Background: an optimization exercise with open tools, aiming at small area and a short achievable clock period. Do not read the settings as production practice. Only simulation tests tie the RTL to the original design; equivalence was not proved. Power is estimated from default activity; no workload was simulated.

`run.sh`:
```
#!/bin/bash
# synth_recipe.tcl (not shown) runs the flow's synth.tcl, then flattens the netlist and writes it again
# the make line also repeats each setting of config.mk as NAME=value (left out here)
make -C /OpenROAD-flow-scripts/flow DESIGN_CONFIG=/design/flow/config.mk WORK_HOME=/design/flow/orfs CLKGATE_MAP_FILE= SYNTH_SCRIPT=/design/flow/synth_recipe.tcl finish
```
`config.mk`:
```
export PLATFORM = sky130hd
export DESIGN_NAME = top_systolic_array
export DESIGN_NICKNAME = top_systolic_array
export VERILOG_FILES = /design/flow/design.v
export SDC_FILE = /design/flow/constraint.sdc
export NUM_CORES = 4
export LEC_CHECK = 0
export CAP_MARGIN = 20
export CORE_MARGIN = 2
export CORE_UTILIZATION = 40
export SLEW_MARGIN = 20
```
`constraint.sdc`:
```
create_clock -name core_clock -period 8.0 [get_ports {clk_i}]
set_input_delay 1.6000 -clock core_clock [delete_from_list [all_inputs] [get_ports {clk_i}]]
set_output_delay 1.6000 -clock core_clock [all_outputs]
set_load 0.01 [all_outputs]
```
`design.v`:
```
module mac_pe #(
  parameter int unsigned DATA_WIDTH = 16,
  parameter int unsigned RESET_VAL  = 0
)(
  input  logic                     clk_i,
  input  logic                     rst_ni,
  input  logic [DATA_WIDTH-1:0]    a_i,
  input  logic [DATA_WIDTH-1:0]    b_i,
  input  logic                     a_valid_i,
  input  logic                     b_valid_i,
  input  logic                     a_clr_i,
  input  logic                     b_clr_i,
  output logic [DATA_WIDTH-1:0]    a_reg_o,
  output logic [DATA_WIDTH-1:0]    b_reg_o,
  input  logic                     acc_clr_i,
  output logic [DATA_WIDTH-1:0]    acc_o
);
  logic acc_valid;
  assign acc_valid = a_valid_i || b_valid_i;
  always_ff @(posedge clk_i or negedge rst_ni) begin
    if (!rst_ni) begin
      a_reg_o <= '0;
      b_reg_o <= '0;
    end else begin
      if (a_clr_i) begin
        a_reg_o <= '0;
      end else if (a_valid_i) begin
        a_reg_o <= a_i;
      end else begin
        a_reg_o <= a_reg_o;
      end
      if (b_clr_i) begin
        b_reg_o <= '0;
      end else if (b_valid_i) begin
        b_reg_o <= b_i;
      end else begin
        b_reg_o <= b_reg_o;
      end
    end
  end
  always_ff @(posedge clk_i or negedge rst_ni) begin
    if (!rst_ni) begin
      acc_o <= RESET_VAL;
    end else if (acc_clr_i) begin
      acc_o <= RESET_VAL;
    end else if (acc_valid) begin
      acc_o <= acc_o + (a_i * b_i);
    end else begin
      acc_o <= acc_o;
    end
  end
endmodule
module mac_array #(
  parameter int unsigned DATA_WIDTH = 16,
  parameter int unsigned RESET_VAL  = 0,
  parameter int unsigned M_ROWS     = 4,
  parameter int unsigned N_COLS     = 4,
  parameter int unsigned PE_COUNT   = M_ROWS * N_COLS
)(
  input  logic                                clk_i,
  input  logic                                rst_ni,
  input  logic [  M_ROWS-1:0][DATA_WIDTH-1:0] array_a_i,
  input  logic [  N_COLS-1:0][DATA_WIDTH-1:0] array_b_i,
  input  logic                                feed_a_valid_i,
  input  logic                                feed_b_valid_i,
  input  logic                                a_clr_i,
  input  logic                                b_clr_i,
  input  logic                                acc_clr_i,
  output logic [PE_COUNT-1:0][DATA_WIDTH-1:0] array_out_o
);
  logic [M_ROWS-1:0][N_COLS-1:0][DATA_WIDTH-1:0] acc_out;
  logic [M_ROWS-1:0][N_COLS-1:0][DATA_WIDTH-1:0] a_reg;
  logic [M_ROWS-1:0][N_COLS-1:0][DATA_WIDTH-1:0] b_reg;
  genvar i, j;
  generate
    for (i = 0; i < M_ROWS; i++) begin : array_row
      for (j = 0; j < N_COLS; j++) begin : array_col
        if (i == 0 && j == 0) begin: first_pe
          mac_pe #(
            .DATA_WIDTH ( DATA_WIDTH     ),
            .RESET_VAL  ( RESET_VAL      )
          ) i_mac_pe (
            .clk_i      ( clk_i          ),
            .rst_ni     ( rst_ni         ),
            .a_i        ( array_a_i[i]   ),
            .b_i        ( array_b_i[j]   ),
            .a_valid_i  ( feed_a_valid_i ),
            .b_valid_i  ( feed_b_valid_i ),
            .a_clr_i    ( a_clr_i        ),
            .b_clr_i    ( b_clr_i        ),
            .acc_clr_i  ( acc_clr_i      ),
            .a_reg_o    ( a_reg  [i][j]  ),
            .b_reg_o    ( b_reg  [i][j]  ),
            .acc_o      ( acc_out[i][j]  )
          );
        end else if (i==0) begin: first_row
          mac_pe #(
            .DATA_WIDTH ( DATA_WIDTH     ),
            .RESET_VAL  ( RESET_VAL      )
          ) i_mac_pe (
            .clk_i      ( clk_i          ),
            .rst_ni     ( rst_ni         ),
            .a_i        ( a_reg[i][j-1]  ),
            .b_i        ( array_b_i[j]   ),
            .a_valid_i  ( feed_a_valid_i ),
            .b_valid_i  ( feed_b_valid_i ),
            .a_clr_i    ( a_clr_i        ),
            .b_clr_i    ( b_clr_i        ),
            .acc_clr_i  ( acc_clr_i      ),
            .a_reg_o    ( a_reg  [i][j]  ),
            .b_reg_o    ( b_reg  [i][j]  ),
            .acc_o      ( acc_out[i][j]  )
          );
        end else if (j==0) begin: first_col
          mac_pe #(
            .DATA_WIDTH ( DATA_WIDTH     ),
            .RESET_VAL  ( RESET_VAL      )
          ) i_mac_pe (
            .clk_i      ( clk_i          ),
            .rst_ni     ( rst_ni         ),
            .a_i        ( array_a_i[i]   ),
            .b_i        ( b_reg[i-1][j]  ),
            .a_valid_i  ( feed_a_valid_i ),
            .b_valid_i  ( feed_b_valid_i ),
            .a_clr_i    ( a_clr_i        ),
            .b_clr_i    ( b_clr_i        ),
            .acc_clr_i  ( acc_clr_i      ),
            .a_reg_o    ( a_reg  [i][j]  ),
            .b_reg_o    ( b_reg  [i][j]  ),
            .acc_o      ( acc_out[i][j]  )
          );
        end else begin: inner_array
          mac_pe #(
            .DATA_WIDTH ( DATA_WIDTH     ),
            .RESET_VAL  ( RESET_VAL      )
          ) i_mac_pe (
            .clk_i      ( clk_i          ),
            .rst_ni     ( rst_ni         ),
            .a_i        ( a_reg[i][j-1]  ),
            .b_i        ( b_reg[i-1][j]  ),
            .a_valid_i  ( feed_a_valid_i ),
            .b_valid_i  ( feed_b_valid_i ),
            .a_clr_i    ( a_clr_i        ),
            .b_clr_i    ( b_clr_i        ),
            .acc_clr_i  ( acc_clr_i      ),
            .a_reg_o    ( a_reg  [i][j]  ),
            .b_reg_o    ( b_reg  [i][j]  ),
            .acc_o      ( acc_out[i][j]  )
          );
        end
      end
    end
  endgenerate
  always_comb begin
    for (int i = 0; i < M_ROWS; i++) begin
      for (int j = 0; j < N_COLS; j++) begin
        array_out_o[i * N_COLS + j] = acc_out[i][j];
      end
    end
  end
endmodule
module stream_out #(
  parameter int unsigned DATA_WIDTH = 16,
  parameter int unsigned RESET_VAL  = 0,
  parameter int unsigned TOTAL_ELEM = 10,
  parameter int unsigned IDX_WIDTH  = $clog2(TOTAL_ELEM)
)(
  input  logic                                  clk_i,
  input  logic                                  rst_ni,
  input  logic [TOTAL_ELEM-1:0][DATA_WIDTH-1:0] bus_data_i,
  input  logic                                  start_stream_i,
  input  logic                                  stream_clr_i,
  output logic                 [DATA_WIDTH-1:0] stream_data_o,
  output logic                                  stream_valid_o
);
  logic [IDX_WIDTH-1:0] index_reg;
  logic streaming_active;
  logic counter_done;
  assign counter_done = (index_reg == TOTAL_ELEM-1);
  always_ff @(posedge clk_i or negedge rst_ni) begin
    if (!rst_ni) begin
      streaming_active <= 1'b0;
    end else if (counter_done || stream_clr_i) begin
      streaming_active <= 1'b0;
    end else if (start_stream_i) begin
      streaming_active <= 1'b1;
    end else begin
      streaming_active <= streaming_active;
    end
  end
  always_ff @(posedge clk_i or negedge rst_ni) begin
    if (!rst_ni) begin
      index_reg <= {IDX_WIDTH{1'b0}};
    end else if (counter_done || stream_clr_i) begin
      index_reg <= {IDX_WIDTH{1'b0}};
    end else if (start_stream_i || streaming_active) begin
      index_reg <= index_reg + 1;
    end else begin
      index_reg <= index_reg;
    end
  end
  always_ff @(posedge clk_i or negedge rst_ni) begin
    if (!rst_ni) begin
      stream_data_o  <= {DATA_WIDTH{1'b0}};
      stream_valid_o <= 1'b0;
    end else if (stream_clr_i) begin
      stream_data_o  <= {DATA_WIDTH{1'b0}};
      stream_valid_o <= 1'b0;
    end else if (start_stream_i || streaming_active) begin
      stream_data_o  <= bus_data_i[index_reg];
      stream_valid_o <= 1;
    end else begin
      stream_data_o  <= stream_data_o;
      stream_valid_o <= 0;  
    end
  end
endmodule
module top_systolic_array #(
  parameter int unsigned DATA_WIDTH = 16,
  parameter int unsigned RESET_VAL  = 0,
  parameter int unsigned M_ROWS     = 4,
  parameter int unsigned N_COLS     = 4,
  parameter int unsigned TOTAL_ELEM = M_ROWS * N_COLS
)(
  input  logic clk_i,
  input  logic rst_ni,
  input  logic [M_ROWS*DATA_WIDTH-1:0] array_a_i,
  input  logic [N_COLS*DATA_WIDTH-1:0] array_b_i,
  input  logic feed_a_valid_i,
  input  logic feed_b_valid_i,
  input  logic a_clr_i,
  input  logic b_clr_i,
  input  logic acc_clr_i,
  input  logic start_stream_i,
  input  logic stream_clr_i,
  output logic stream_valid_o,
  output logic [DATA_WIDTH-1:0] stream_data_o
);
  logic [TOTAL_ELEM-1:0][DATA_WIDTH-1:0] bus_data;
  mac_array #(
    .DATA_WIDTH      ( DATA_WIDTH     ),
    .RESET_VAL       ( RESET_VAL      ),
    .M_ROWS          ( M_ROWS         ),
    .N_COLS          ( N_COLS         )
  ) i_mac_array (
    .clk_i           ( clk_i          ),
    .rst_ni          ( rst_ni         ),
    .array_a_i       ( array_a_i      ),
    .array_b_i       ( array_b_i      ),
    .feed_a_valid_i  ( feed_a_valid_i ),
    .feed_b_valid_i  ( feed_b_valid_i ),
    .a_clr_i         ( a_clr_i        ),
    .b_clr_i         ( b_clr_i        ),
    .acc_clr_i       ( acc_clr_i      ),
    .array_out_o     ( bus_data       )
  );
  stream_out #(
    .DATA_WIDTH      ( DATA_WIDTH     ),
    .RESET_VAL       ( RESET_VAL      ),
    .TOTAL_ELEM      ( TOTAL_ELEM     )
  ) i_stream_out (
    .clk_i           ( clk_i          ),
    .rst_ni          ( rst_ni         ),
    .bus_data_i      ( bus_data       ),
    .start_stream_i  ( start_stream_i ),
    .stream_clr_i    ( stream_clr_i   ),
    .stream_data_o   ( stream_data_o  ),
    .stream_valid_o  ( stream_valid_o )
  );
endmodule
```
==> results.tsv <==
stage	metric	value	unit
sta	relSlewSlack	28.6	%
cts	clk_pin_slew	0.06	ns
drt	dr.pass1.iters	6	
floorplan	rows	181	
critical_path	worstPathRequired	8.61	ns
cts	clk_latency	0.74	ns
pwr	pwr-share-seq	27.9	%
outcome	status	timing/DRC/antenna clean	
finish	final_cells	13800	
cts	post_cts_buffers	0	
critical_path	arrival	7.29	ns
cts	cts_tree	built	
pwr	comb_power_share	46.3	%
sta	hold_violations	0	
floorplan	core	244000	um2
sta	fin_crit_sh	83.6	%
drt	vias_per_cell	5.06	
sta	fmax	0.150	GHz
placement	dp_hpwl	216	mm
synthesis	synthTopCellsByCount	2567 x inv_1, 1536 x nand2_1, 1504 x fa_1	
pwr	p_total	15400	uW
global_routing	grt_start_max_net_pins	156	
global_routing	met2_usage	38.1	%
sta	worst_pin_slew	1.07	ns
global_routing	busiest_layer	met2	
synthesis	synth.most_common_cell	inv_1	
placement	gp_congestion	0.899	
cts	clock-sinks	662	
global_routing	grt_util_met3	2.88	%
drt	ant_nets	0	
critical_path	rr_worst_depth	17	
cts	ctsHtreeMaxLevel	3	
synthesis	yosys.area.top_type	fa_1	
global_routing	met1_usage	29.8	%
critical_path	worstPathMaxFanout	9	
pwr	switching_share	40.5	%
synthesis	seq_area_frac_synth	16.9	%
floorplan	die_width	500	um
pwr	power.density	147	nW/um2
critical_path	end_kind	flip-flop	
floorplan	die_y	500	um
drt	drt-wirelength-per-cell	19.8	um
finish	drive_gt1_share	2.82	%
synthesis	yosysWarnings	3	
sta	rsz0062_at_grt	false	
global_routing	grt_pass1_vias	76500	
sta	fin_setup_tns	0	ns
cts	post_cts_resized	0	
finish	nets	13000	
critical_path	path_class	primary input to flip-flop	
synthesis	synth_ff_type	dfrtp_1	
pwr	irDropWorstVdd	262	uV
sta	fin_skew	0.0334	ns
min_path	hold_path_depth	2	
run	maxCapViolations	0	
drt	dr_total_vias	70000	
synthesis	synth.net_count	13300	
cts	hold_buffers	0	
pwr	power.net_switching	6250	uW
floorplan	initial_core_util	40.3	%
synthesis	syn_avg_cell_area	9.12	um2
sta	worst_hold_slack	0.502	ns
global_routing	grt-ovfl-total	0	
sta	slew_violations	0	
sta	final-setup-viol-count	0	
synthesis	synth_area_leaders	fa_1 31%, dfrtp_1 17%, ha_1 11%	
drt	route.detailed.drc	0	
global_routing	antenna_found_initial	16	
pwr	pwr-share-clk	25.8	%
floorplan	ioPinCount	154	
synthesis	synth_cell_types	55	
finish	areaGrowthSynthToFinish	6.97	%
sta	period_needed	6.69	ns
global_routing	grt_first_pass_wirelength	443	mm
finish	fillerInstances	23800	
critical_path	startpoint_type	primary input	
synthesis	yosysTopAreaCellShare	30.6	%
synthesis	synth_area	98200	um2
cts	clock-root-buffer	clkbuf_16	
min_path	hold_path.class	flip-flop to flip-flop	
synthesis	synth-seq-cells	662	
cts	clk_path_buf_depth	3	
placement	dp.cells	13700	
pwr	intPower	9190	uW
cts	cts-buffers-inserted	83	
global_routing	track_usage	22.7	%
drt	wirelength	274	mm
synthesis	ys_async_sr_fraction	100	%
pwr	cellLeakagePower	0.0527	uW
synthesis	synthCells	10800	
synthesis	synth_edf_count	0	
placement	io_buffers	153	
floorplan	dieArea	250000	um2
drt	drt_iter0_markers	4198	
==> final timing paths <==
kind / from / endpoint / slack, ns
min reg2reg: flip-flop / flip-flop / 0.50
min in group asynchronous: rst_ni / async pin / 0.85
max in group asynchronous: rst_ni / async pin / 5.44
max: array_b_i[1] / flip-flop / 1.31
min: flip-flop / flip-flop / 0.50
max reg2reg: flip-flop / flip-flop / 2.02
==> placed cells by master, fill, tap and decap left out, drive strengths merged, types with 7 or more instances in the layout <==
cell / synthesis / routed
inv: 2567 / 2571
nand2: 1536 / 1536
fa: 1504 / 1504
and2: 864 / 864
ha: 833 / 833
dfrtp: 662 / 662
xnor2: 487 / 487
nor2: 437 / 437
mux2i: 384 / 384
o21ai: 156 / 156
clkdlybuf4s50: 0 / 147
xor2: 132 / 132
a22o: 126 / 126
clkbuf: 412 / 108
a21oi: 106 / 106
mux4: 80 / 80
o31ai: 74 / 74
a21o: 54 / 54
buf: 91 / 53
nand2b: 44 / 44
o21bai: 28 / 28
a211oi: 25 / 25
o21a: 21 / 21
nor3: 20 / 20
a31oi: 18 / 18
clkinv: 0 / 18
a31o: 17 / 17
xnor3: 16 / 16
o31a: 10 / 10
bufinv: 0 / 10
or4: 9 / 9
or3: 7 / 7
==> power by group through the flow <==
stage / Sequential [uW] / Clock, uW / Combinational, uW
4_1_cts: 4310 / 4080 / 7240
3_5_place_dp: 4370 / 0 / 7180
3_3_place_gp: 4370 / 0 / 7060
2_1_floorplan: 3890 / 0 / 5520
6_report: 4300 / 3990 / 7160
5_1_grt: 4330 / 4210 / 8150
==> layout make-up <==
class                      instances  area (um2)  area share (%)
antenna                            4        10.0         0.00953
clock buffer                     108        2280            2.17
clock inverter                    38         512           0.487
inverter                        2567        9640            9.17
multi-input combinational       7044       70100            66.7
sequential                       662       16600            15.8
tap                             3202        4010            3.81
timing repair buffer             200        2000            1.90
==> per-stage QoR <==
step	utilization (%)	setup slack, ns	cell area [um2]
after floorplan	-	1.55	98200
after global placement	42.0	0.638	102000
after detailed placement	42.0	0.580	102000
after CTS	43.1	1.34	105000
after global routing	43.1	1.06	105000
final	43.1	1.31	105000
==> cells by family after synthesis <==
family          Yosys count  share of synthesized area [%]
mux                     464                           5.75
buf+inv                3070                           11.8
xor+xnor                635                           5.89
compound gates          672                           4.77
fa+ha+maj              2337                           41.3
simple gates           2936                           13.7
flops                   662                           16.9
==> worst max-delay path, stage by stage <==
cell and delay, ns:
clkdlybuf4s50_1 0.69, and2_1 0.30, fa_1 0.54, inv_1 0.06, fa_1 0.49, fa_1 0.53, inv_1 0.06, fa_1 0.54
inv_1 0.05, fa_1 0.46, fa_1 0.41, xnor2_1 0.24, xnor2_1 0.13, xnor2_1 0.23, xnor2_1 0.15, xnor3_1 0.46
xnor2_1 0.15, a22o_1 0.20
==> metal layers <==
metal | up-vias | wire length [um] | part of all wire (%)
met5 | - | 56 | 0.020
met4 | 10 | 12600 | 4.6
met3 | 421 | 13600 | 4.9
met2 | 1659 | 132000 | 48
met1 | 36200 | 116000 | 42
li1 | 31700 | - | -

[re-timing with driven ports]
How much do the figures lean on ideal ports? The routed layout below was timed once more, with nothing changed but the port constraints. Step 1 sets driving cells, clkbuf_16 on the clock port and buf_2 on the other inputs (assumed; they add their load-dependent delay and slew). Step 2 also shifts input and output timing later by t, the mid clock arrival at the registers, as if the neighbouring blocks saw the same clock. Slacks: ideal / step 1 / step 2; pairs: ideal / step 1.
t, ns: 0.823
setup WS [ns]: 1.313 / 1.387 / 0.564
worst setup path after step 2: input to register
After both steps this run still meets setup and hold. The setup slack of this run moves by +0.074 ns with the drivers and by -0.749 ns with both steps.
